Context: an optimization exercise on an open-source flow, tuned for a short achievable clock period and few clock cycles. The choices shown serve that exercise and are no tape-out recipe.
Only simulation tests tie the RTL to the original design; equivalence was not proved.

File: run.sh
#!/bin/bash
# synth_recipe.tcl (not shown) runs the flow's synth.tcl, then flattens the netlist and writes it again
# the make line also repeats each setting of config.mk as NAME=value (left out here)
make -C /OpenROAD-flow-scripts/flow DESIGN_CONFIG=/design/flow/config.mk WORK_HOME=/design/flow/orfs CLKGATE_MAP_FILE= SYNTH_SCRIPT=/design/flow/synth_recipe.tcl finish
File: config.mk
export PLATFORM = sky130hd
export DESIGN_NAME = in_order_cpu
export DESIGN_NICKNAME = in_order_cpu
export VERILOG_FILES = /design/flow/design.v
export SDC_FILE = /design/flow/constraint.sdc
export NUM_CORES = 4
export LEC_CHECK = 0
export CAP_MARGIN = 20
export CORE_MARGIN = 2
export CORE_UTILIZATION = 40
export SLEW_MARGIN = 20
File: constraint.sdc
create_clock -name core_clock -period 10.5 [get_ports {clk}]
set_input_delay 2.1000 -clock core_clock [delete_from_list [all_inputs] [get_ports {clk}]]
set_output_delay 2.1000 -clock core_clock [all_outputs]
set_load 0.01 [all_outputs]
File: design.v
module ALU(
    output reg [31:0] alu_out,
    output flag_z, flag_v, flag_n,
    input [31:0] in0, in1,      
    input [4:0] shamt,
    input [15:0] perf_cnt,  
    input alu_ctrl0, alu_ctrl1, alu_ctrl2, alu_ctrl3
);
localparam ADD = 4'h0, SUB = 4'h1, LUI = 4'h2, MOV = 4'h3;
localparam AND = 4'h4, SLL = 4'h5, SRA = 4'h6, SRL = 4'h7; 
localparam NOT = 4'h8, OR = 4'h9, XOR = 4'ha, ADDB = 4'hb;
localparam ADDBI = 4'hc, SUBB = 4'hd, SUBBI = 4'he, LDC = 4'hf;  
wire [3:0] alu_ctrl = {alu_ctrl3, alu_ctrl2, alu_ctrl1, alu_ctrl0};
wire [31:0] dsll0, dsll1, dsll2, dsll3, dsll4;
wire [31:0] dsrl0, dsrl1, dsrl2, dsrl3, dsrl4;
wire [31:0] dsra0, dsra1, dsra2, dsra3, dsra4;
wire [8:0] addb0_int, addb1_int, addb2_int, addb3_int; 
wire [7:0] addb0, addb1, addb2, addb3;       
wire [7:0] subb0, subb1, subb2, subb3;
always @(*) begin
    case (alu_ctrl)
        ADD: alu_out = in0 + in1;
        SUB: alu_out = in0 - in1;
        LUI: alu_out = {in1[15:0], 16'h0000};    
        MOV: alu_out = in0;
        AND: alu_out = in0 & in1;
        SLL: alu_out = dsll4;
        SRA: alu_out = dsra4;
        SRL: alu_out = dsrl4;
        NOT: alu_out = ~in0;
        OR: alu_out = in0 | in1;
        XOR: alu_out = in0 ^ in1;
        ADDB: alu_out = {addb3, addb2, addb1, addb0};          
        ADDBI: alu_out = {addb3, addb2, addb1, addb0};
        SUBB: alu_out = {subb3, subb2, subb1, subb0};
        SUBBI: alu_out = {subb3, subb2, subb1, subb0};
        LDC: alu_out = {16'h0000, perf_cnt};
    endcase
end
assign flag_z = ~(|alu_out);
assign flag_n = alu_out[31];
assign flag_v = (in0[31] & in1[31] & ~alu_out[31]) || (~in0[31] & ~in1[31] & alu_out[31]);
assign dsll0 = shamt[0] ? {in0[30:0], 1'b0} : in0;         
assign dsll1 = shamt[1] ? {dsll0[29:0], 2'b00} : dsll0;
assign dsll2 = shamt[2] ? {dsll1[27:0], 4'h0} : dsll1;
assign dsll3 = shamt[3] ? {dsll2[23:0], 8'h00} : dsll2;
assign dsll4 = shamt[4] ? {dsll3[15:0], 16'h0000} : dsll3;
assign dsrl0 = shamt[0] ? {1'b0, in0[31:1]} : in0;     
assign dsrl1 = shamt[1] ? {2'b00, dsrl0[31:2]} : dsrl0;  
assign dsrl2 = shamt[2] ? {4'h0, dsrl1[31:4]} : dsrl1;
assign dsrl3 = shamt[3] ? {8'h00, dsrl2[31:8]} : dsrl2;
assign dsrl4 = shamt[4] ? {16'h0000, dsrl3[31:16]} : dsrl3;
assign dsra0 = shamt[0] ? { in0[31], in0[31:1]} : in0;
assign dsra1 = shamt[1] ? { {2{dsra0[31]}} , dsra0[31:2]} : dsra0;   
assign dsra2 = shamt[2] ? { {4{dsra1[31]}} , dsra1[31:4]} : dsra1;
assign dsra3 = shamt[3] ? { {8{dsra2[31]}} , dsra2[31:8]} : dsra2;
assign dsra4 = shamt[4] ? { {16{dsra3[31]}} , dsra3[31:16]} : dsra3;
assign addb0_int = in0[7:0] + in1[7:0];
assign addb1_int = (alu_ctrl == ADDBI) ? in0[15:8] + in1[7:0] : in0[15:8] + in1[15:8];
assign addb2_int = (alu_ctrl == ADDBI) ? in0[15:8] + in1[7:0] : in0[23:16] + in1[23:16];
assign addb3_int = (alu_ctrl == ADDBI) ? in0[15:8] + in1[7:0] : in0[31:24] + in1[31:24];
assign addb0 = addb0_int[8] ? 8'hFF : addb0_int[7:0];
assign addb1 = addb1_int[8] ? 8'hFF : addb1_int[7:0];
assign addb2 = addb2_int[8] ? 8'hFF : addb2_int[7:0];
assign addb3 = addb3_int[8] ? 8'hFF : addb3_int[7:0];
assign subb0 = in0[7:0] - in1[7:0];
assign subb1 = (alu_ctrl == SUBBI) ? in0[15:8] - in1[7:0] : in0[15:8] - in1[15:8];
assign subb2 = (alu_ctrl == SUBBI) ? in0[15:8] - in1[7:0] : in0[23:16] - in1[23:16];
assign subb3 = (alu_ctrl == SUBBI) ? in0[15:8] - in1[7:0] : in0[31:24] - in1[31:24];
endmodule
module branch_gen(
    output reg isBranch,
    input [5:0] opcode,
    input flag_z, flag_n, flag_v
);
localparam B = 6'b010011;
localparam BEQ = 6'b010100;
localparam BGT = 6'b010101;
localparam BGE = 6'b010110;
localparam BLE = 6'b010111;
localparam BLT = 6'b011000;  
localparam BNE = 6'b011001; 
always @(opcode or flag_n or flag_z or flag_v) begin
    case (opcode)
        B: isBranch = 1;
        BEQ: isBranch = flag_z;
        BGT: isBranch = (~flag_z) && (~flag_n);    
        BGE: isBranch = (~flag_n);
        BLE: isBranch = flag_z | flag_n;
        BLT: isBranch = flag_n;
        BNE: isBranch = ~flag_z;
        default: isBranch = 0;
    endcase
end
endmodule
module branch_pred(
    output pred_taken,    
    output [31:0] pred_addr,      
    input [31:0] pc_1, 
    input branch,           
    input taken, not_taken,   
    input [15:0] offset,     
    input clk, rst_n   
);
localparam TT = 2'b00;   
localparam T = 2'b01;     
localparam NT = 2'b10;    
localparam NNT = 2'b11;   
reg [1:0] state, nstate;
reg pred_taken_int;
always @(posedge clk or negedge rst_n) begin   
    if (!rst_n) 
        state <= T;    
    else 
        state <= nstate; 
end
always @(state or taken or not_taken) begin
    pred_taken_int = 0;
    nstate = T;
    case (state)
        TT: begin
            pred_taken_int = 1;
            if (not_taken) nstate = T;
            else nstate = TT;
            end
        T: begin
            pred_taken_int = 1;
            if (not_taken) nstate = NT;
            else if (taken) nstate = TT;
            else nstate = T;
           end
        NT: begin
             if (not_taken) nstate = NNT;
             else if (taken) nstate = T;
             else nstate = NT;
            end
       default: begin
             if (not_taken) nstate = NNT;
             else if (taken) nstate = NT;
             else nstate = NNT;
            end
    endcase
end
assign pred_taken = pred_taken_int && branch;
assign pred_addr = pc_1 + {{16{offset[15]}}, offset[15:0]};
endmodule
module decoder(
    input [5:0] opcode,
    output reg writeRd,
    output reg isSignEx,
    output reg ldic,
    output reg immed,
    output reg alu_ctrl3,
    output reg alu_ctrl2,
    output reg alu_ctrl1,
    output reg alu_ctrl0,
    output reg isJump,
    output reg isJR,
    output reg rs_read,
    output reg rt_read,
    output reg mem_ren,
    output reg mem_wen,
    output reg lw,
    output reg link,
    output reg reg_wen,
    output reg strcnt,
    output reg stpcnt,
    output reg halt,
    output reg inc_instr
 );
localparam NOP = 6'b000000;
localparam ADD = 6'b000001;
localparam ADDI = 6'b000010;
localparam SUB = 6'b000011;
localparam LUI = 6'b000100;
localparam MOV = 6'b000101;
localparam SLL = 6'b000110;
localparam SRA = 6'b000111;
localparam SRL = 6'b001000;
localparam AND = 6'b001001;
localparam ANDI = 6'b001010;
localparam NOT = 6'b001011;
localparam OR = 6'b001100;
localparam ORI = 6'b001101;
localparam XOR = 6'b001110;
localparam XORI = 6'b001111;
localparam LW = 6'b010001;
localparam SW = 6'b010010;
localparam B = 6'b010011;
localparam BEQ = 6'b010100;
localparam BGT = 6'b010101;
localparam BGE = 6'b010110;
localparam BLE = 6'b010111;
localparam BLT = 6'b011000;
localparam BNE = 6'b011001;
localparam J = 6'b011010;
localparam JAL = 6'b011011;
localparam JALR = 6'b011100;
localparam JR = 6'b011101;
localparam STRCNT = 6'b100000;
localparam STPCNT = 6'b100001;
localparam LDCC = 6'b100010;
localparam LDIC = 6'b100011;
localparam TX = 6'b110000;
localparam HALT = 6'b110001;
localparam ADDB = 6'b010100;
localparam ADDBI = 6'b010101;
localparam SUBB = 6'b010110;
localparam SUBBI = 6'b010111;
wire [5:0] ctrl_codes = opcode;
always @(ctrl_codes) begin
    case(ctrl_codes)
        NOP: begin
            writeRd = 0;
             isSignEx = 0;
             ldic = 0;
             immed = 0;
             alu_ctrl3 = 0;
             alu_ctrl2 = 0;
             alu_ctrl1 = 0;
             alu_ctrl0 = 0;
             isJump = 0;
             isJR = 0;
             rs_read = 0;
             rt_read = 0;
             mem_ren = 0;
             mem_wen = 0;
             lw = 0;
             link = 0;
             reg_wen = 0;
             strcnt = 0;
             stpcnt = 0;
             halt = 0;
             inc_instr = 0;
         end
        ADD: begin
            writeRd = 1;
             isSignEx = 0;
             ldic = 0;
             immed = 0;
             alu_ctrl3 = 0;
             alu_ctrl2 = 0;
             alu_ctrl1 = 0;
             alu_ctrl0 = 0;
             isJump = 0;
             isJR = 0;
             rs_read = 1;
             rt_read = 1;
             mem_ren = 0;
             mem_wen = 0;
             lw = 0;
             link = 0;
             reg_wen = 1;
             strcnt = 0;
             stpcnt = 0;
             halt = 0;
             inc_instr = 1;
         end
        ADDI: begin
            writeRd = 0;
             isSignEx = 1;
             ldic = 0;
             immed = 1;
             alu_ctrl3 = 0;
             alu_ctrl2 = 0;
             alu_ctrl1 = 0;
             alu_ctrl0 = 0;
             isJump = 0;
             isJR = 0;
             rs_read = 1;
             rt_read = 0;
             mem_ren = 0;
             mem_wen = 0;
             lw = 0;
             link = 0;
             reg_wen = 1;
             strcnt = 0;
             stpcnt = 0;
             halt = 0;
             inc_instr = 1;
         end
        SUB: begin
            writeRd = 1;
             isSignEx = 0;
             ldic = 0;
             immed = 0;
             alu_ctrl3 = 0;
             alu_ctrl2 = 0;
             alu_ctrl1 = 0;
             alu_ctrl0 = 1;
             isJump = 0;
             isJR = 0;
             rs_read = 1;
             rt_read = 1;
             mem_ren = 0;
             mem_wen = 0;
             lw = 0;
             link = 0;
             reg_wen = 1;
             strcnt = 0;
             stpcnt = 0;
             halt = 0;
             inc_instr = 1;
         end
        LUI: begin
            writeRd = 0;
             isSignEx = 0;
             ldic = 0;
             immed = 1;
             alu_ctrl3 = 0;
             alu_ctrl2 = 0;
             alu_ctrl1 = 1;
             alu_ctrl0 = 0;
             isJump = 0;
             isJR = 0;
             rs_read = 0;
             rt_read = 0;
             mem_ren = 0;
             mem_wen = 0;
             lw = 0;
             link = 0;
             reg_wen = 1;
             strcnt = 0;
             stpcnt = 0;
             halt = 0;
             inc_instr = 1;
         end
        MOV: begin
            writeRd = 0;
             isSignEx = 0;
             ldic = 0;
             immed = 0;
             alu_ctrl3 = 0;
             alu_ctrl2 = 0;
             alu_ctrl1 = 1;
             alu_ctrl0 = 1;
             isJump = 0;
             isJR = 0;
             rs_read = 1;
             rt_read = 0;
             mem_ren = 0;
             mem_wen = 0;
             lw = 0;
             link = 0;
             reg_wen = 1;
             strcnt = 0;
             stpcnt = 0;
             halt = 0;
             inc_instr = 1;
         end
        SLL: begin
            writeRd = 1;
             isSignEx = 0;
             ldic = 0;
             immed = 0;
             alu_ctrl3 = 0;
             alu_ctrl2 = 1;
             alu_ctrl1 = 0;
             alu_ctrl0 = 1;
             isJump = 0;
             isJR = 0;
             rs_read = 1;
             rt_read = 0;
             mem_ren = 0;
             mem_wen = 0;
             lw = 0;
             link = 0;
             reg_wen = 1;
             strcnt = 0;
             stpcnt = 0;
             halt = 0;
             inc_instr = 1;
         end
        SRA: begin
            writeRd = 1;
             isSignEx = 0;
             ldic = 0;
             immed = 0;
             alu_ctrl3 = 0;
             alu_ctrl2 = 1;
             alu_ctrl1 = 1;
             alu_ctrl0 = 0;
             isJump = 0;
             isJR = 0;
             rs_read = 1;
             rt_read = 0;
             mem_ren = 0;
             mem_wen = 0;
             lw = 0;
             link = 0;
             reg_wen = 1;
             strcnt = 0;
             stpcnt = 0;
             halt = 0;
             inc_instr = 1;
         end
        SRL: begin
            writeRd = 1;
             isSignEx = 0;
             ldic = 0;
             immed = 0;
             alu_ctrl3 = 0;
             alu_ctrl2 = 1;
             alu_ctrl1 = 1;
             alu_ctrl0 = 1;
             isJump = 0;
             isJR = 0;
             rs_read = 1;
             rt_read = 0;
             mem_ren = 0;
             mem_wen = 0;
             lw = 0;
             link = 0;
             reg_wen = 1;
             strcnt = 0;
             stpcnt = 0;
             halt = 0;
             inc_instr = 1;
         end
        AND: begin
            writeRd = 1;
             isSignEx = 0;
             ldic = 0;
             immed = 0;
             alu_ctrl3 = 0;
             alu_ctrl2 = 1;
             alu_ctrl1 = 0;
             alu_ctrl0 = 0;
             isJump = 0;
             isJR = 0;
             rs_read = 1;
             rt_read = 1;
             mem_ren = 0;
             mem_wen = 0;
             lw = 0;
             link = 0;
             reg_wen = 1;
             strcnt = 0;
             stpcnt = 0;
             halt = 0;
             inc_instr = 1;
         end
        ANDI: begin
            writeRd = 0;
             isSignEx = 0;
             ldic = 0;
             immed = 1;
             alu_ctrl3 = 0;
             alu_ctrl2 = 1;
             alu_ctrl1 = 0;
             alu_ctrl0 = 0;
             isJump = 0;
             isJR = 0;
             rs_read = 1;
             rt_read = 0;
             mem_ren = 0;
             mem_wen = 0;
             lw = 0;
             link = 0;
             reg_wen = 1;
             strcnt = 0;
             stpcnt = 0;
             halt = 0;
             inc_instr = 1;
         end
        NOT: begin
            writeRd = 0;
             isSignEx = 0;
             ldic = 0;
             immed = 0;
             alu_ctrl3 = 1;
             alu_ctrl2 = 0;
             alu_ctrl1 = 0;
             alu_ctrl0 = 0;
             isJump = 0;
             isJR = 0;
             rs_read = 1;
             rt_read = 0;
             mem_ren = 0;
             mem_wen = 0;
             lw = 0;
             link = 0;
             reg_wen = 1;
             strcnt = 0;
             stpcnt = 0;
             halt = 0;
             inc_instr = 1;
         end
        OR: begin
            writeRd = 1;
             isSignEx = 0;
             ldic = 0;
             immed = 0;
             alu_ctrl3 = 1;
             alu_ctrl2 = 0;
             alu_ctrl1 = 0;
             alu_ctrl0 = 1;
             isJump = 0;
             isJR = 0;
             rs_read = 1;
             rt_read = 1;
             mem_ren = 0;
             mem_wen = 0;
             lw = 0;
             link = 0;
             reg_wen = 1;
             strcnt = 0;
             stpcnt = 0;
             halt = 0;
             inc_instr = 1;
         end
        ORI: begin
            writeRd = 0;
             isSignEx = 0;
             ldic = 0;
             immed = 1;
             alu_ctrl3 = 1;
             alu_ctrl2 = 0;
             alu_ctrl1 = 0;
             alu_ctrl0 = 1;
             isJump = 0;
             isJR = 0;
             rs_read = 1;
             rt_read = 0;
             mem_ren = 0;
             mem_wen = 0;
             lw = 0;
             link = 0;
             reg_wen = 1;
             strcnt = 0;
             stpcnt = 0;
             halt = 0;
             inc_instr = 1;
         end
        XOR: begin
            writeRd = 1;
             isSignEx = 0;
             ldic = 0;
             immed = 0;
             alu_ctrl3 = 1;
             alu_ctrl2 = 0;
             alu_ctrl1 = 1;
             alu_ctrl0 = 0;
             isJump = 0;
             isJR = 0;
             rs_read = 1;
             rt_read = 1;
             mem_ren = 0;
             mem_wen = 0;
             lw = 0;
             link = 0;
             reg_wen = 1;
             strcnt = 0;
             stpcnt = 0;
             halt = 0;
             inc_instr = 1;
         end
        XORI: begin
            writeRd = 0;
             isSignEx = 0;
             ldic = 0;
             immed = 1;
             alu_ctrl3 = 1;
             alu_ctrl2 = 0;
             alu_ctrl1 = 1;
             alu_ctrl0 = 0;
             isJump = 0;
             isJR = 0;
             rs_read = 1;
             rt_read = 0;
             mem_ren = 0;
             mem_wen = 0;
             lw = 0;
             link = 0;
             reg_wen = 1;
             strcnt = 0;
             stpcnt = 0;
             halt = 0;
             inc_instr = 1;
         end
        LW: begin
            writeRd = 0;
             isSignEx = 0;
             ldic = 0;
             immed = 0;
             alu_ctrl3 = 0;
             alu_ctrl2 = 0;
             alu_ctrl1 = 0;
             alu_ctrl0 = 0;
             isJump = 0;
             isJR = 0;
             rs_read = 1;
             rt_read = 0;
             mem_ren = 1;
             mem_wen = 0;
             lw = 1;
             link = 0;
             reg_wen = 1;
             strcnt = 0;
             stpcnt = 0;
             halt = 0;
             inc_instr = 1;
         end
        SW: begin
            writeRd = 0;
             isSignEx = 0;
             ldic = 0;
             immed = 0;
             alu_ctrl3 = 0;
             alu_ctrl2 = 0;
             alu_ctrl1 = 0;
             alu_ctrl0 = 1;
             isJump = 0;
             isJR = 0;
             rs_read = 1;
             rt_read = 1;
             mem_ren = 0;
             mem_wen = 1;
             lw = 0;
             link = 0;
             reg_wen = 0;
             strcnt = 0;
             stpcnt = 0;
             halt = 0;
             inc_instr = 1;
         end
        B: begin
            writeRd = 0;
             isSignEx = 0;
             ldic = 0;
             immed = 0;
             alu_ctrl3 = 0;
             alu_ctrl2 = 0;
             alu_ctrl1 = 0;
             alu_ctrl0 = 1;
             isJump = 0;
             isJR = 0;
             rs_read = 1;
             rt_read = 1;
             mem_ren = 0;
             mem_wen = 0;
             lw = 0;
             link = 0;
             reg_wen = 0;
             strcnt = 0;
             stpcnt = 0;
             halt = 0;
             inc_instr = 1;
         end
        BEQ: begin
            writeRd = 0;
             isSignEx = 0;
             ldic = 0;
             immed = 0;
             alu_ctrl3 = 0;
             alu_ctrl2 = 0;
             alu_ctrl1 = 0;
             alu_ctrl0 = 1;
             isJump = 0;
             isJR = 0;
             rs_read = 1;
             rt_read = 1;
             mem_ren = 0;
             mem_wen = 0;
             lw = 0;
             link = 0;
             reg_wen = 0;
             strcnt = 0;
             stpcnt = 0;
             halt = 0;
             inc_instr = 1;
         end
        BGT: begin
            writeRd = 0;
             isSignEx = 0;
             ldic = 0;
             immed = 0;
             alu_ctrl3 = 0;
             alu_ctrl2 = 0;
             alu_ctrl1 = 0;
             alu_ctrl0 = 1;
             isJump = 0;
             isJR = 0;
             rs_read = 1;
             rt_read = 1;
             mem_ren = 0;
             mem_wen = 0;
             lw = 0;
             link = 0;
             reg_wen = 0;
             strcnt = 0;
             stpcnt = 0;
             halt = 0;
             inc_instr = 1;
         end
        BGE: begin
            writeRd = 0;
             isSignEx = 0;
             ldic = 0;
             immed = 0;
             alu_ctrl3 = 0;
             alu_ctrl2 = 0;
             alu_ctrl1 = 0;
             alu_ctrl0 = 1;
             isJump = 0;
             isJR = 0;
             rs_read = 1;
             rt_read = 1;
             mem_ren = 0;
             mem_wen = 0;
             lw = 0;
             link = 0;
             reg_wen = 0;
             strcnt = 0;
             stpcnt = 0;
             halt = 0;
             inc_instr = 1;
         end
        BLE: begin
            writeRd = 0;
             isSignEx = 0;
             ldic = 0;
             immed = 0;
             alu_ctrl3 = 0;
             alu_ctrl2 = 0;
             alu_ctrl1 = 0;
             alu_ctrl0 = 1;
             isJump = 0;
             isJR = 0;
             rs_read = 1;
             rt_read = 1;
             mem_ren = 0;
             mem_wen = 0;
             lw = 0;
             link = 0;
             reg_wen = 0;
             strcnt = 0;
             stpcnt = 0;
             halt = 0;
             inc_instr = 1;
         end
        BLT: begin
            writeRd = 0;
             isSignEx = 0;
             ldic = 0;
             immed = 0;
             alu_ctrl3 = 0;
             alu_ctrl2 = 0;
             alu_ctrl1 = 0;
             alu_ctrl0 = 1;
             isJump = 0;
             isJR = 0;
             rs_read = 1;
             rt_read = 1;
             mem_ren = 0;
             mem_wen = 0;
             lw = 0;
             link = 0;
             reg_wen = 0;
             strcnt = 0;
             stpcnt = 0;
             halt = 0;
             inc_instr = 1;
         end
        BNE: begin
            writeRd = 0;
             isSignEx = 0;
             ldic = 0;
             immed = 0;
             alu_ctrl3 = 0;
             alu_ctrl2 = 0;
             alu_ctrl1 = 0;
             alu_ctrl0 = 1;
             isJump = 0;
             isJR = 0;
             rs_read = 1;
             rt_read = 1;
             mem_ren = 0;
             mem_wen = 0;
             lw = 0;
             link = 0;
             reg_wen = 0;
             strcnt = 0;
             stpcnt = 0;
             halt = 0;
             inc_instr = 1;
         end
        J: begin
            writeRd = 0;
             isSignEx = 0;
             ldic = 0;
             immed = 0;
             alu_ctrl3 = 0;
             alu_ctrl2 = 0;
             alu_ctrl1 = 0;
             alu_ctrl0 = 0;
             isJump = 1;
             isJR = 0;
             rs_read = 0;
             rt_read = 0;
             mem_ren = 0;
             mem_wen = 0;
             lw = 0;
             link = 0;
             reg_wen = 0;
             strcnt = 0;
             stpcnt = 0;
             halt = 0;
             inc_instr = 1;
         end
        JAL: begin
            writeRd = 0;
             isSignEx = 0;
             ldic = 0;
             immed = 0;
             alu_ctrl3 = 0;
             alu_ctrl2 = 0;
             alu_ctrl1 = 0;
             alu_ctrl0 = 0;
             isJump = 1;
             isJR = 0;
             rs_read = 0;
             rt_read = 0;
             mem_ren = 0;
             mem_wen = 0;
             lw = 0;
             link = 1;
             reg_wen = 1;
             strcnt = 0;
             stpcnt = 0;
             halt = 0;
             inc_instr = 1;
         end
        JALR: begin
            writeRd = 0;
             isSignEx = 0;
             ldic = 0;
             immed = 0;
             alu_ctrl3 = 0;
             alu_ctrl2 = 0;
             alu_ctrl1 = 0;
             alu_ctrl0 = 0;
             isJump = 1;
             isJR = 1;
             rs_read = 1;
             rt_read = 0;
             mem_ren = 0;
             mem_wen = 0;
             lw = 0;
             link = 1;
             reg_wen = 1;
             strcnt = 0;
             stpcnt = 0;
             halt = 0;
             inc_instr = 1;
         end
        JR: begin
            writeRd = 0;
             isSignEx = 0;
             ldic = 0;
             immed = 0;
             alu_ctrl3 = 0;
             alu_ctrl2 = 0;
             alu_ctrl1 = 0;
             alu_ctrl0 = 0;
             isJump = 1;
             isJR = 1;
             rs_read = 1;
             rt_read = 0;
             mem_ren = 0;
             mem_wen = 0;
             lw = 0;
             link = 0;
             reg_wen = 0;
             strcnt = 0;
             stpcnt = 0;
             halt = 0;
             inc_instr = 1;
         end
        STRCNT: begin
            writeRd = 0;
             isSignEx = 0;
             ldic = 0;
             immed = 0;
             alu_ctrl3 = 0;
             alu_ctrl2 = 0;
             alu_ctrl1 = 0;
             alu_ctrl0 = 0;
             isJump = 0;
             isJR = 0;
             rs_read = 0;
             rt_read = 0;
             mem_ren = 0;
             mem_wen = 0;
             lw = 0;
             link = 0;
             reg_wen = 0;
             strcnt = 1;
             stpcnt = 0;
             halt = 0;
             inc_instr = 1;
         end
        STPCNT: begin
            writeRd = 0;
             isSignEx = 0;
             ldic = 0;
             immed = 0;
             alu_ctrl3 = 0;
             alu_ctrl2 = 0;
             alu_ctrl1 = 0;
             alu_ctrl0 = 0;
             isJump = 0;
             isJR = 0;
             rs_read = 0;
             rt_read = 0;
             mem_ren = 0;
             mem_wen = 0;
             lw = 0;
             link = 0;
             reg_wen = 0;
             strcnt = 0;
             stpcnt = 1;
             halt = 0;
             inc_instr = 1;
         end
        LDCC: begin
            writeRd = 0;
             isSignEx = 0;
             ldic = 0;
             immed = 0;
             alu_ctrl3 = 1;
             alu_ctrl2 = 1;
             alu_ctrl1 = 1;
             alu_ctrl0 = 1;
             isJump = 0;
             isJR = 0;
             rs_read = 0;
             rt_read = 0;
             mem_ren = 0;
             mem_wen = 0;
             lw = 0;
             link = 0;
             reg_wen = 1;
             strcnt = 0;
             stpcnt = 0;
             halt = 0;
             inc_instr = 1;
         end
        LDIC: begin
            writeRd = 0;
             isSignEx = 0;
             ldic = 1;
             immed = 0;
             alu_ctrl3 = 1;
             alu_ctrl2 = 1;
             alu_ctrl1 = 1;
             alu_ctrl0 = 1;
             isJump = 0;
             isJR = 0;
             rs_read = 0;
             rt_read = 0;
             mem_ren = 0;
             mem_wen = 0;
             lw = 0;
             link = 0;
             reg_wen = 1;
             strcnt = 0;
             stpcnt = 0;
             halt = 0;
             inc_instr = 1;
         end
        TX: begin
            writeRd = 0;
             isSignEx = 0;
             ldic = 0;
             immed = 0;
             alu_ctrl3 = 0;
             alu_ctrl2 = 0;
             alu_ctrl1 = 0;
             alu_ctrl0 = 0;
             isJump = 0;
             isJR = 0;
             rs_read = 0;
             rt_read = 0;
             mem_ren = 0;
             mem_wen = 0;
             lw = 0;
             link = 0;
             reg_wen = 0;
             strcnt = 0;
             stpcnt = 0;
             halt = 0;
             inc_instr = 1;
         end
        HALT: begin
            writeRd = 0;
             isSignEx = 0;
             ldic = 0;
             immed = 0;
             alu_ctrl3 = 0;
             alu_ctrl2 = 0;
             alu_ctrl1 = 0;
             alu_ctrl0 = 0;
             isJump = 0;
             isJR = 0;
             rs_read = 0;
             rt_read = 0;
             mem_ren = 0;
             mem_wen = 0;
             lw = 0;
             link = 0;
             reg_wen = 0;
             strcnt = 0;
             stpcnt = 0;
             halt = 1;
             inc_instr = 1;
         end
        ADDB: begin
            writeRd = 1;
             isSignEx = 0;
             ldic = 0;
             immed = 0;
             alu_ctrl3 = 1;
             alu_ctrl2 = 0;
             alu_ctrl1 = 1;
             alu_ctrl0 = 1;
             isJump = 0;
             isJR = 0;
             rs_read = 1;
             rt_read = 1;
             mem_ren = 0;
             mem_wen = 0;
             lw = 0;
             link = 0;
             reg_wen = 1;
             strcnt = 0;
             stpcnt = 0;
             halt = 0;
             inc_instr = 1;
         end
        ADDBI: begin
            writeRd = 0;
             isSignEx = 0;
             ldic = 0;
             immed = 1;
             alu_ctrl3 = 1;
             alu_ctrl2 = 1;
             alu_ctrl1 = 0;
             alu_ctrl0 = 0;
             isJump = 0;
             isJR = 0;
             rs_read = 1;
             rt_read = 0;
             mem_ren = 0;
             mem_wen = 0;
             lw = 0;
             link = 0;
             reg_wen = 1;
             strcnt = 0;
             stpcnt = 0;
             halt = 0;
             inc_instr = 1;
         end
        SUBB: begin
            writeRd = 1;
             isSignEx = 0;
             ldic = 0;
             immed = 0;
             alu_ctrl3 = 1;
             alu_ctrl2 = 1;
             alu_ctrl1 = 0;
             alu_ctrl0 = 1;
             isJump = 0;
             isJR = 0;
             rs_read = 1;
             rt_read = 1;
             mem_ren = 0;
             mem_wen = 0;
             lw = 0;
             link = 0;
             reg_wen = 1;
             strcnt = 0;
             stpcnt = 0;
             halt = 0;
             inc_instr = 1;
         end
        SUBBI: begin
            writeRd = 0;
             isSignEx = 0;
             ldic = 0;
             immed = 1;
             alu_ctrl3 = 1;
             alu_ctrl2 = 1;
             alu_ctrl1 = 1;
             alu_ctrl0 = 0;
             isJump = 0;
             isJR = 0;
             rs_read = 1;
             rt_read = 0;
             mem_ren = 0;
             mem_wen = 0;
             lw = 0;
             link = 0;
             reg_wen = 1;
             strcnt = 0;
             stpcnt = 0;
             halt = 0;
             inc_instr = 1;
         end
        default: begin
            writeRd = 0;
             isSignEx = 0;
             ldic = 0;
             immed = 0;
             alu_ctrl3 = 0;
             alu_ctrl2 = 0;
             alu_ctrl1 = 0;
             alu_ctrl0 = 0;
             isJump = 0;
             isJR = 0;
             rs_read = 0;
             rt_read = 0;
             mem_ren = 0;
             mem_wen = 0;
             lw = 0;
             link = 0;
             reg_wen = 0;
             strcnt = 0;
             stpcnt = 0;
             halt = 0;
             inc_instr = 0;
         end
    endcase
end
endmodule
module register_file(
    input [4:0] raddr0, raddr1,
    input we,
    input [4:0] waddr,
    input [31:0] din,
    input clk,
    output [31:0] dout0,
    output [31:0] dout1
);
reg [31:0] mem [0:31];
wire [31:0] dout0_int, dout1_int;
always @(posedge clk) begin
   if (we)
       mem[waddr] <= din;
end
assign dout0 = (we && raddr0 == waddr) ? din : mem[raddr0];
assign dout1 = (we && raddr1 == waddr) ? din : mem[raddr1];
endmodule
module hazard_detect(
    input changeFlow,  
    input [4:0] ID_rs, ID_rt,
    input rs_read, rt_read,
    input [4:0] EX_dst_reg, MEM_dst_reg,
    input EX_reg_wen, MEM_reg_wen,
    output flush_ID, flush_EX,    
    output stall_PC_ID
);
wire ex_dep, mem_dep;
assign ex_dep = (((ID_rs == EX_dst_reg) && rs_read) ||
                ((ID_rt == EX_dst_reg) && rt_read)) && EX_reg_wen;
assign mem_dep = (((ID_rs == MEM_dst_reg) && rs_read) ||
                ((ID_rt == MEM_dst_reg) && rt_read)) && MEM_reg_wen;
assign flush_ID = changeFlow;         
assign flush_EX = changeFlow || ex_dep || mem_dep;
assign stall_PC_ID = (ex_dep || mem_dep) && !changeFlow;    
endmodule
module IF_stage(
    input clk, rst,
    input changeFlow,
    input [31:0] jb_addr,
    input stall_PC,
    input taken, not_taken,    
    output [31:0] instr,
    output [31:0] pc_1,
    output pred_taken,
    output [9:0] imem_addr,
    input [31:0] imem_data
);
reg [31:0] pc;
wire [31:0] nxt_pc;
wire [31:0] pred_addr;
wire branch;    
always @(posedge clk or posedge rst) begin
    if (rst) 
        pc <= 32'h00000000;
    else if (!stall_PC)
        pc <= nxt_pc;
end
assign pc_1 = pc + 1;
assign nxt_pc = changeFlow ? jb_addr : (pred_taken ? pred_addr : pc_1);
assign imem_addr = pc[9:0];
assign instr = imem_data;
assign branch = (instr[31:26] == 6'b010011) |
                (instr[31:26] == 6'b010100) |
                (instr[31:26] == 6'b010101) |
                (instr[31:26] == 6'b010110) |
                (instr[31:26] == 6'b010111) |
                (instr[31:26] == 6'b011000) |
                (instr[31:26] == 6'b011001);
branch_pred i_branch_pred(
                          .branch(branch),
                          .taken(taken),
                          .not_taken(not_taken),
                          .pc_1(pc_1),
                          .offset(instr[15:0]),
                          .clk(clk),
                          .rst_n(rst),
                          .pred_taken(pred_taken),
                          .pred_addr(pred_addr));
endmodule
module ID_stage(
    input [31:0] instr,
    input clk,
    input [31:0] wdata,
    input [4:0] waddr,
    input reg_wen_WB,   
    output [31:0] rs_data, rt_data,
    output writeRd, ldic, isSignEx, immed,
    output alu_ctrl0, alu_ctrl1, alu_ctrl2, alu_ctrl3,
    output isJump, isJR, 
    output rs_read, rt_read,
    output mem_ren, mem_wen,
    output lw, link, reg_wen,
    output halt, strcnt, stpcnt,
    output inc_instr   
);
register_file i_register_file(
                              .raddr0(instr[25:21]),    
                              .raddr1(instr[20:16]),    
                              .we(reg_wen_WB),
                              .waddr(waddr),
                              .din(wdata),
                              .clk(clk),
                              .dout0(rs_data),
                              .dout1(rt_data));
decoder i_decoder(
                  .opcode(instr[31:26]),
                  .writeRd(writeRd),
                  .isSignEx(isSignEx),
                  .ldic(ldic),
                  .immed(immed),
                  .alu_ctrl3(alu_ctrl3),
                  .alu_ctrl2(alu_ctrl2),
                  .alu_ctrl1(alu_ctrl1),
                  .alu_ctrl0(alu_ctrl0),
                  .isJump(isJump),
                  .isJR(isJR),
                  .rs_read(rs_read),
                  .rt_read(rt_read),
                  .mem_ren(mem_ren),
                  .mem_wen(mem_wen),
                  .lw(lw),
                  .link(link),
                  .reg_wen(reg_wen),
                  .strcnt(strcnt),
                  .stpcnt(stpcnt),
                  .halt(halt),
                  .inc_instr(inc_instr));
endmodule
module EX_stage(              
    input [31:0] rs_data, rt_data,
    input [31:0] instr,
    input [15:0] instr_cnt, cycle_cnt,
    input [31:0] pc_1,
    input writeRd,    
    input ldic,     
    input isSignEx,   
    input immed,    
    input alu_ctrl0, alu_ctrl1, alu_ctrl2, alu_ctrl3,
    input isJump, isJR,
    input pred_taken,
    output [31:0] alu_result,
    output [31:0] mem_addr,
    output [31:0] jb_addr,    
    output [4:0] dst_reg,
    output changeFlow,    
    output taken, not_taken
);
wire flag_z, flag_n, flag_v;
wire [31:0] alu_in0, alu_in1;
wire [15:0] perf_cnt;
wire [4:0] shamt;
wire isBranch;
wire [31:0] branch_addr;
assign alu_in0 = rs_data;
assign alu_in1 = immed ? (isSignEx ? {{16{instr[15]}}, instr[15:0]} : {16'h0000, instr[15:0]}) : rt_data;
assign perf_cnt = ldic ? instr_cnt : cycle_cnt;
assign shamt = instr[10:6];
ALU iALU(.alu_out(alu_result), .flag_z(flag_z), .flag_v(flag_v), .flag_n(flag_n), .in1(alu_in1), .in0(alu_in0), .shamt(shamt),
         .perf_cnt(perf_cnt), .alu_ctrl0(alu_ctrl0), .alu_ctrl1(alu_ctrl1), .alu_ctrl2(alu_ctrl2), .alu_ctrl3(alu_ctrl3));
assign mem_addr = rs_data + {{16{instr[15]}}, instr[15:0]};
assign dst_reg = writeRd ? instr[15:11] : instr[20:16];
wire mispred_taken, mispred_nottaken;
branch_gen ibranch_gen(.isBranch(isBranch), .opcode(instr[31:26]), .flag_n(flag_n), .flag_z(flag_z), .flag_v(flag_v));
assign branch_addr = mispred_nottaken ? (pc_1 + {{16{instr[15]}}, instr[15:0]}) : pc_1;
assign mispred_taken = pred_taken && ~isBranch;   
assign mispred_nottaken = ~pred_taken && isBranch;
assign taken = isBranch;
assign not_taken = !isBranch;
assign jb_addr = (mispred_taken|mispred_nottaken) ? branch_addr : (isJR ? rs_data : {pc_1[31:26], instr[25:0]});
assign changeFlow = (mispred_taken|mispred_nottaken) | isJump;    
endmodule
module WB_stage(
    input [31:0] pc_1, alu_result, mem_rdata,
    input [4:0] dst_reg,
    input lw, link,
    output [31:0] wb_data,
    output [4:0] wb_addr
);
    assign wb_data = lw ? mem_rdata : (link ? pc_1 : alu_result);
    assign wb_addr = link ? 5'b11111 : dst_reg;
endmodule
module in_order_cpu(
    input clk, rst,
    output spart_wrt_en,
    output [31:0] spart_wrt_add,
    output [31:0] spart_wrt_data,
    output [9:0] imem_addr,
    input [31:0] imem_data,
    output dmem_ren,
    input [31:0] dmem_rdata
);
wire changeFlow;   
wire [31:0] jb_addr;   
wire [31:0] instr_IF;  
wire [31:0] pc_1_IF;    
wire flush_ID, flush_EX, stall_PC_ID;
wire taken, not_taken;    
wire pred_taken;
IF_stage i_IF_stage(.instr(instr_IF), .pc_1(pc_1_IF), .jb_addr(jb_addr), .changeFlow(changeFlow), 
                    .clk(clk), .rst(rst), .stall_PC(stall_PC_ID), .taken(taken), .not_taken(not_taken),
                    .pred_taken(pred_taken), .imem_addr(imem_addr), .imem_data(imem_data));
reg [31:0] instr_IF_ID;    
reg [31:0] pc_1_IF_ID;    
reg pred_taken_IF_ID;
always @(posedge clk or posedge rst) begin
    if (rst)
        {instr_IF_ID, pc_1_IF_ID, pred_taken_IF_ID} <= 0;
    else if (flush_ID) 
        {instr_IF_ID, pc_1_IF_ID, pred_taken_IF_ID} <= 0; 
    else if (!stall_PC_ID)
        {instr_IF_ID, pc_1_IF_ID, pred_taken_IF_ID} <= {instr_IF, pc_1_IF, pred_taken};
end
wire [31:0] rs_data, rt_data;
wire [31:0] wdata_WB;
wire [4:0] waddr_WB;
reg reg_wen_WB;
wire writeRd, ldic, isSignEx, immed;
wire alu_ctrl0, alu_ctrl1, alu_ctrl2, alu_ctrl3;
wire isJump, isJR;
wire rs_read, rt_read;
wire mem_ren, mem_wen;
wire lw, link, reg_wen;
wire halt, strcnt, stpcnt;
wire inc_instr;
ID_stage i_ID_stage(
                    .instr(instr_IF_ID),
                    .clk(clk),
                    .wdata(wdata_WB),
                    .waddr(waddr_WB),
                    .reg_wen_WB(reg_wen_WB),
                    .rs_data(rs_data),
                    .rt_data(rt_data),
                    .rs_read(rs_read),
                    .rt_read(rt_read),
                    .writeRd(writeRd),
                    .ldic(ldic),
                    .isSignEx(isSignEx),
                    .immed(immed),
                    .alu_ctrl0(alu_ctrl0),
                    .alu_ctrl1(alu_ctrl1),
                    .alu_ctrl2(alu_ctrl2),
                    .alu_ctrl3(alu_ctrl3),
                    .isJump(isJump),
                    .isJR(isJR),
                    .mem_ren(mem_ren),
                    .mem_wen(mem_wen),
                    .lw(lw),
                    .link(link),
                    .reg_wen(reg_wen),
                    .halt(halt),
                    .strcnt(strcnt),
                    .stpcnt(stpcnt),
                    .inc_instr(inc_instr));
reg [31:0] instr_ID_EX;    
reg [31:0] pc_1_ID_EX;    
reg writeRd_ID_EX, ldic_ID_EX, isSignEx_ID_EX, immed_ID_EX;
reg alu_ctrl0_ID_EX, alu_ctrl1_ID_EX, alu_ctrl2_ID_EX, alu_ctrl3_ID_EX;
reg isJump_ID_EX, isJR_ID_EX;
reg mem_ren_ID_EX, mem_wen_ID_EX;
reg lw_ID_EX, link_ID_EX, reg_wen_ID_EX;
reg strcnt_ID_EX, stpcnt_ID_EX;     
reg inc_instr_ID_EX;
reg pred_taken_ID_EX;
reg [31:0] rs_data_ID_EX, rt_data_ID_EX;
always @(posedge clk or posedge rst) begin
    if (rst) begin
        {rs_data_ID_EX, rt_data_ID_EX} <= 0;
    end
    else begin
        {rs_data_ID_EX, rt_data_ID_EX} <= {rs_data, rt_data};
    end
end
always @(posedge clk or posedge rst) begin
    if (rst) begin
        {writeRd_ID_EX, ldic_ID_EX, isSignEx_ID_EX, immed_ID_EX} <= 0;
        {alu_ctrl0_ID_EX, alu_ctrl1_ID_EX, alu_ctrl2_ID_EX, alu_ctrl3_ID_EX} <= 0;
        {isJump_ID_EX, isJR_ID_EX} <= 0;
        {mem_ren_ID_EX, mem_wen_ID_EX} <= 0;
        {lw_ID_EX, link_ID_EX, reg_wen_ID_EX} <= 0;
        {instr_ID_EX, pc_1_ID_EX} <= 0;
        {strcnt_ID_EX, stpcnt_ID_EX, inc_instr_ID_EX} <= 0;
        pred_taken_ID_EX <= 0;
   end
   else if (flush_EX) begin
        {writeRd_ID_EX, ldic_ID_EX, isSignEx_ID_EX, immed_ID_EX} <= 0;
        {alu_ctrl0_ID_EX, alu_ctrl1_ID_EX, alu_ctrl2_ID_EX, alu_ctrl3_ID_EX} <= 0;
        {isJump_ID_EX, isJR_ID_EX} <= 0;
        {mem_ren_ID_EX, mem_wen_ID_EX} <= 0;
        {lw_ID_EX, link_ID_EX, reg_wen_ID_EX} <= 0;
        {instr_ID_EX, pc_1_ID_EX} <= 0;
        {strcnt_ID_EX, stpcnt_ID_EX, inc_instr_ID_EX} <= 0;
        pred_taken_ID_EX <= 0;
   end
   else begin
        {writeRd_ID_EX, ldic_ID_EX, isSignEx_ID_EX, immed_ID_EX} <= {writeRd, ldic, isSignEx, immed};
        {alu_ctrl0_ID_EX, alu_ctrl1_ID_EX, alu_ctrl2_ID_EX, alu_ctrl3_ID_EX} <= {alu_ctrl0, alu_ctrl1, alu_ctrl2, alu_ctrl3};
        {isJump_ID_EX, isJR_ID_EX} <= {isJump, isJR};
        {mem_ren_ID_EX, mem_wen_ID_EX} <= {mem_ren, mem_wen};
        {lw_ID_EX, link_ID_EX, reg_wen_ID_EX} <= {lw, link, reg_wen};
        {instr_ID_EX, pc_1_ID_EX} <= {instr_IF_ID, pc_1_IF_ID};
        {strcnt_ID_EX, stpcnt_ID_EX, inc_instr_ID_EX} <= {strcnt, stpcnt, inc_instr};
        pred_taken_ID_EX <= pred_taken_IF_ID;
   end
end
wire [31:0] alu_result;
wire [31:0] mem_addr;
wire [4:0] dst_reg;
wire [15:0] instr_cnt, cycle_cnt;
EX_stage i_EX_stage(
                    .rs_data(rs_data_ID_EX),
                    .rt_data(rt_data_ID_EX),
                    .instr(instr_ID_EX),
                    .instr_cnt(instr_cnt),
                    .cycle_cnt(cycle_cnt),
                    .pc_1(pc_1_ID_EX),
                    .writeRd(writeRd_ID_EX),
                    .ldic(ldic_ID_EX),
                    .isSignEx(isSignEx_ID_EX),
                    .immed(immed_ID_EX),
                    .alu_ctrl0(alu_ctrl0_ID_EX),
                    .alu_ctrl1(alu_ctrl1_ID_EX),
                    .alu_ctrl2(alu_ctrl2_ID_EX),
                    .alu_ctrl3(alu_ctrl3_ID_EX),
                    .isJump(isJump_ID_EX),
                    .isJR(isJR_ID_EX),
                    .pred_taken(pred_taken_ID_EX),
                    .alu_result(alu_result),
                    .mem_addr(mem_addr),
                    .jb_addr(jb_addr),
                    .dst_reg(dst_reg),
                    .changeFlow(changeFlow),
                    .taken(taken),
                    .not_taken(not_taken));
reg [31:0] store_data;
reg [31:0] pc_1_EX_MEM; 
reg [31:0] alu_result_EX_MEM;
reg [31:0] mem_addr_EX_MEM;
reg [4:0] dst_reg_EX_MEM;
reg mem_ren_EX_MEM, mem_wen_EX_MEM;
reg lw_EX_MEM, link_EX_MEM, reg_wen_EX_MEM; 
reg strcnt_EX_MEM, stpcnt_EX_MEM;
reg inc_instr_EX_MEM;
always @(posedge clk or posedge rst) begin
    if (rst) begin 
        {store_data, pc_1_EX_MEM, alu_result_EX_MEM, mem_addr_EX_MEM, dst_reg_EX_MEM} <= 0;    
        {mem_ren_EX_MEM, mem_wen_EX_MEM} <= 0;           
        {lw_EX_MEM, link_EX_MEM, reg_wen_EX_MEM} <= 0;    
        {strcnt_EX_MEM, stpcnt_EX_MEM, inc_instr_EX_MEM} <= 0;
    end
    else begin
        {store_data, pc_1_EX_MEM, alu_result_EX_MEM}  <= {rt_data_ID_EX, pc_1_ID_EX, alu_result};    
        {mem_addr_EX_MEM, dst_reg_EX_MEM} <= {mem_addr, dst_reg};        
        {mem_ren_EX_MEM, mem_wen_EX_MEM} <= {mem_ren_ID_EX, mem_wen_ID_EX};           
        {lw_EX_MEM, link_EX_MEM, reg_wen_EX_MEM} <= {lw_ID_EX, link_ID_EX, reg_wen_ID_EX};    
        {strcnt_EX_MEM, stpcnt_EX_MEM, inc_instr_EX_MEM} <= {strcnt_ID_EX, stpcnt_ID_EX, inc_instr_ID_EX};
    end
end
hazard_detect i_hazard_detect(
                              .changeFlow(changeFlow),
                              .ID_rs(instr_IF_ID[25:21]),
                              .ID_rt(instr_IF_ID[20:16]),
                              .rs_read(rs_read),
                              .rt_read(rt_read),
                              .EX_dst_reg(dst_reg),
                              .MEM_dst_reg(dst_reg_EX_MEM),
                              .EX_reg_wen(reg_wen_ID_EX),
                              .MEM_reg_wen(reg_wen_EX_MEM),
                              .flush_ID(flush_ID),
                              .flush_EX(flush_EX),
                              .stall_PC_ID(stall_PC_ID));
wire [31:0] mem_rdata_MEM_WB;
assign dmem_ren = mem_ren_EX_MEM;
assign mem_rdata_MEM_WB = dmem_rdata;
assign spart_wrt_en = mem_wen_EX_MEM;
assign spart_wrt_add = mem_addr_EX_MEM;
assign spart_wrt_data = store_data;
reg [31:0] pc_1_MEM_WB;
reg [31:0] alu_result_MEM_WB;
reg [4:0] dst_reg_MEM_WB;
reg lw_MEM_WB, link_MEM_WB;   
reg strcnt_MEM_WB, stpcnt_MEM_WB;
reg inc_instr_MEM_WB;
always @(posedge clk or posedge rst) begin
    if (rst) begin
        {pc_1_MEM_WB, alu_result_MEM_WB, dst_reg_MEM_WB} <= 0;
        {lw_MEM_WB, link_MEM_WB, reg_wen_WB} <= 0;
        {strcnt_MEM_WB, stpcnt_MEM_WB} <= 0;
    end
    else begin
        {pc_1_MEM_WB, alu_result_MEM_WB, dst_reg_MEM_WB} <= {pc_1_EX_MEM, alu_result_EX_MEM, dst_reg_EX_MEM};
        {lw_MEM_WB, link_MEM_WB, reg_wen_WB} <= {lw_EX_MEM, link_EX_MEM, reg_wen_EX_MEM};
        {strcnt_MEM_WB, stpcnt_MEM_WB, inc_instr_MEM_WB} <= {strcnt_EX_MEM, stpcnt_EX_MEM, inc_instr_EX_MEM};
    end
end
WB_stage i_WB_stage(
                    .pc_1(pc_1_MEM_WB),
                    .alu_result(alu_result_MEM_WB),
                    .mem_rdata(mem_rdata_MEM_WB),
                    .dst_reg(dst_reg_MEM_WB),
                    .lw(lw_MEM_WB),
                    .link(link_MEM_WB),
                    .wb_data(wdata_WB),
                    .wb_addr(waddr_WB));
assign instr_cnt = 16'h0000;
assign cycle_cnt = 16'h0000;
endmodule
==> run notes <==
-- metrics by stage --
| stage | util | setup WS (ps) | instances |
|---|---|---|---|
| after floorplan | - | 1860 | 6036 |
| after global placement | 0.425 | 730 | 8632 |
| after detailed placement | 0.425 | 805 | 8632 |
| after CTS | 0.451 | 742 | 8920 |
| after global routing | 0.451 | 30.1 | 8921 |
| final | 0.451 | 525 | 8928 |
-- synth_stat cells (11+ instances only) --
cell / instances
edfxtp_1: 1024
mux4_2: 662
nor2_1: 476
dfrtp_1: 449
a21oi_1: 370
nand2_1: 297
mux2i_1: 279
ha_1: 257
clkbuf_1: 254
inv_1: 206
o21ai_0: 206
xnor2_1: 154
nand3_1: 88
and2_1: 80
buf_1: 78
nor3_1: 74
xor2_1: 73
a21o_1: 59
o211ai_1: 57
a211oi_1: 48
buf_2: 46
nand2b_1: 46
o22ai_1: 45
a22oi_1: 44
a31oi_1: 36
nor2b_1: 33
nand4_1: 31
mux2_2: 30
o21bai_1: 28
and3_1: 27
o21a_1: 25
o221ai_1: 25
o31ai_1: 24
or3_1: 23
buf_4: 21
nor4_1: 21
a221oi_1: 20
or2_2: 19
a32oi_1: 18
o2111ai_1: 15
fa_1: 14
a211o_1: 13
a222oi_1: 11
-- cell families after synthesis --
group	after synthesis	synth area share
fa+ha+maj	271	0.0426
simple gates	1278	0.0735
flops	1474	0.512
buf+inv	621	0.0313
mux	978	0.221
compound gates	1187	0.0952
xor+xnor	227	0.0242
-- per-layer routing --
layer / routed length (um) / up-vias / track usage / share of wire
li1: - / 23734 / - / -
met1: 121000 / 30120 / 0.389 / 0.39
met2: 144000 / 3284 / 0.462 / 0.46
met3: 27000 / 848 / 0.0543 / 0.086
met4: 21200 / 10 / 0.173 / 0.068
met5: 60 / - / 0 / 0.00019
-- final cells by class --
type,instances,area (um^2),area share
Clock inverter,82,862,0.00937
Timing Repair Buffer,319,2860,0.0310
Multi-Input combinational cell,3941,37800,0.411
Sequential cell,1474,42100,0.457
Antenna cell,7,17.5,0.000190
Clock buffer,206,4270,0.0464
Tap cell,2688,3360,0.0365
Inverter,211,801,0.00870
-- final timing paths --
check	startpoint	endpoint	slack [ps]	cells after the start
hold / removal	alu_result_EX_MEM[3]$_DFF_PP0_	alu_result_MEM_WB[3]$_DFF_PP0_	330	0
max in group asynchronous	rst	store_data[15]$_DFF_PP0_	6840	4
setup reg to reg	immed_ID_EX$_DFF_PP0_	i_IF_stage.pc[31]$_DFFE_PP0N_	530	30
hold reg to reg	alu_result_EX_MEM[3]$_DFF_PP0_	alu_result_MEM_WB[3]$_DFF_PP0_	330	0
setup / recovery	immed_ID_EX$_DFF_PP0_	i_IF_stage.pc[31]$_DFFE_PP0N_	530	30
min in group asynchronous	rst	i_IF_stage.i_branch_pred.state[1]$_DFF_PN0_	1480	1
-- worst max-delay path: cells and delay by family (launching register included) --
family          cells  cell delay, ps
simple gates       12            4760
buf+inv             4             590
compound gates     11            2840
flops               1             660
xor+xnor            1             190
fa+ha+maj           2             750
==> impl_metrics.tcl <==
set metrics [dict create \
    final_common_cell "edfxtp_1" \
    synth_seq_cells 1474 \
    place_area_um2 86800 \
    min_path_type "flop to flop" \
    fin_area_um2 92000 \
    min_period_over_period 0.950 \
    via_count 57996 \
    fp.coreArea_um2 204000 \
    drc_errors 0 \
    die-height_um 457 \
    ys.flop_type "edfxtp_1" \
    tns_ps 0 \
    grt_usage 0.296 \
    clock_path_buffers 3 \
    ctsResizeCount 0 \
    synthTopCellsByArea "edfxtp_1 37%, mux4_2 18%, dfrtp_1 14%" \
    drtPass1Iterations 19 \
    io_buffer_count 141 \
    critical_path_class "flop to flop" \
    max_freq_mhz 100 \
    cts.sinks 1474 \
    yosysSeqAreaShare 0.512 \
    synth_top_area_frac 0.375 \
    cts_buffers 157 \
    synth_area_um2 82100 \
    period_minus_slack_ps 9970 \
    cts_root_buf "clkbuf_16" \
    tightest_slew_ps 1220 \
    grt_overflow_total 0 \
    die_w_um 457 \
    ys_warn_count 7 \
    cp.arrival_ps 10660 \
    hold_buffers 0 \
    drv_cap 0 \
    io_pins 142 \
    grt_start_max_net_pins 182 \
    vias_per_cell 6.50 \
    area_growth_pct 12.2 \
    drtIter0Drc 7511 \
    critPathMaxFanout 14 \
    critPathMostFrequentCell "o21ai_0" \
    rsz0062_at_grt "false" \
    finalSetupViolCount 0 \
    fin_skew_ps 53.7 \
    nets 6441 \
    outcome "complete, no violations" \
    largest_reg_flops 1024 \
    nFillCells 18031 \
    relSlewSlack 0.161 \
    grt_pass1_wl_um 439000 \
    die-area_um2 209000 \
    cp-end-kind "flop" \
    crit_required_ps 11190 \
    synth-edff-count 1024 \
    cts_tree "yes" \
    hpwlAfterDp_um 212000 \
    largest-register "i_ID_stage.i_register_file.mem" \
    routedWlPerCell_um 35.1 \
    synth_top_area_cell "edfxtp_1" \
    slowest_delay_ps 750 \
    clk_pin_slew_ps 70 \
    initial_core_util 0.402 \
    netlist_instances 6036 \
    drtAntennaViolNets 0 \
    final_cell_mix "1,024 x edfxtp_1, 662 x mux4_2, 443 x nor2_1" \
    critPathLaunchType "flop" \
    hold_slack_ps 330 \
    maxSlewViolCount 0 \
    cts_setup_buffers 0 \
    rows 166 \
    antenna_found_initial 22 \
    globalplace.congestion 1.09 \
    syn_area_per_cell_um2 13.6 \
    synth.net_count 6373 \
    htree_levels 4 \
    yosysUniqueCellTypes 114 \
    grt_pass1_vias 56919 \
    crit_path_top_delay_cell "or4_1" \
    routed_wl_um 313000 \
    synth-async-reset-ratio 0.305 \
    clk_latency_ps 860 \
    drive_gt1_frac 0.197 \
    hold_viol 0 \
]
Testbench counts, summed over its fixed seeds: cycles 172,265.

separate check: timing with driven ports:
How much do the figures lean on ideal ports? The routed layout below was timed once more, with nothing changed but the port constraints.
Step 1 assumes that a clkbuf_16 drives the clock port and a buf_2 every other input.
Step 2 times the ports against the registers' clock, not the clock port: input delays grow and output delays shrink by t, the midpoint of the rising clock arrivals with the driver on.
Slacks: ideal / step 1 / step 2; pairs: ideal / step 1.
t (ns): 0.930
setup WS [ns]: 0.525 / 0.525 / 0.525
worst hold slack (ns): 0.330 / 0.330 / 0.330
cell pins on the clock port's net: 1
After both steps setup and hold are still met in this run. For this run, drivers alone change the setup slack by 0.000 ns; drivers and shift together by 0.000 ns.
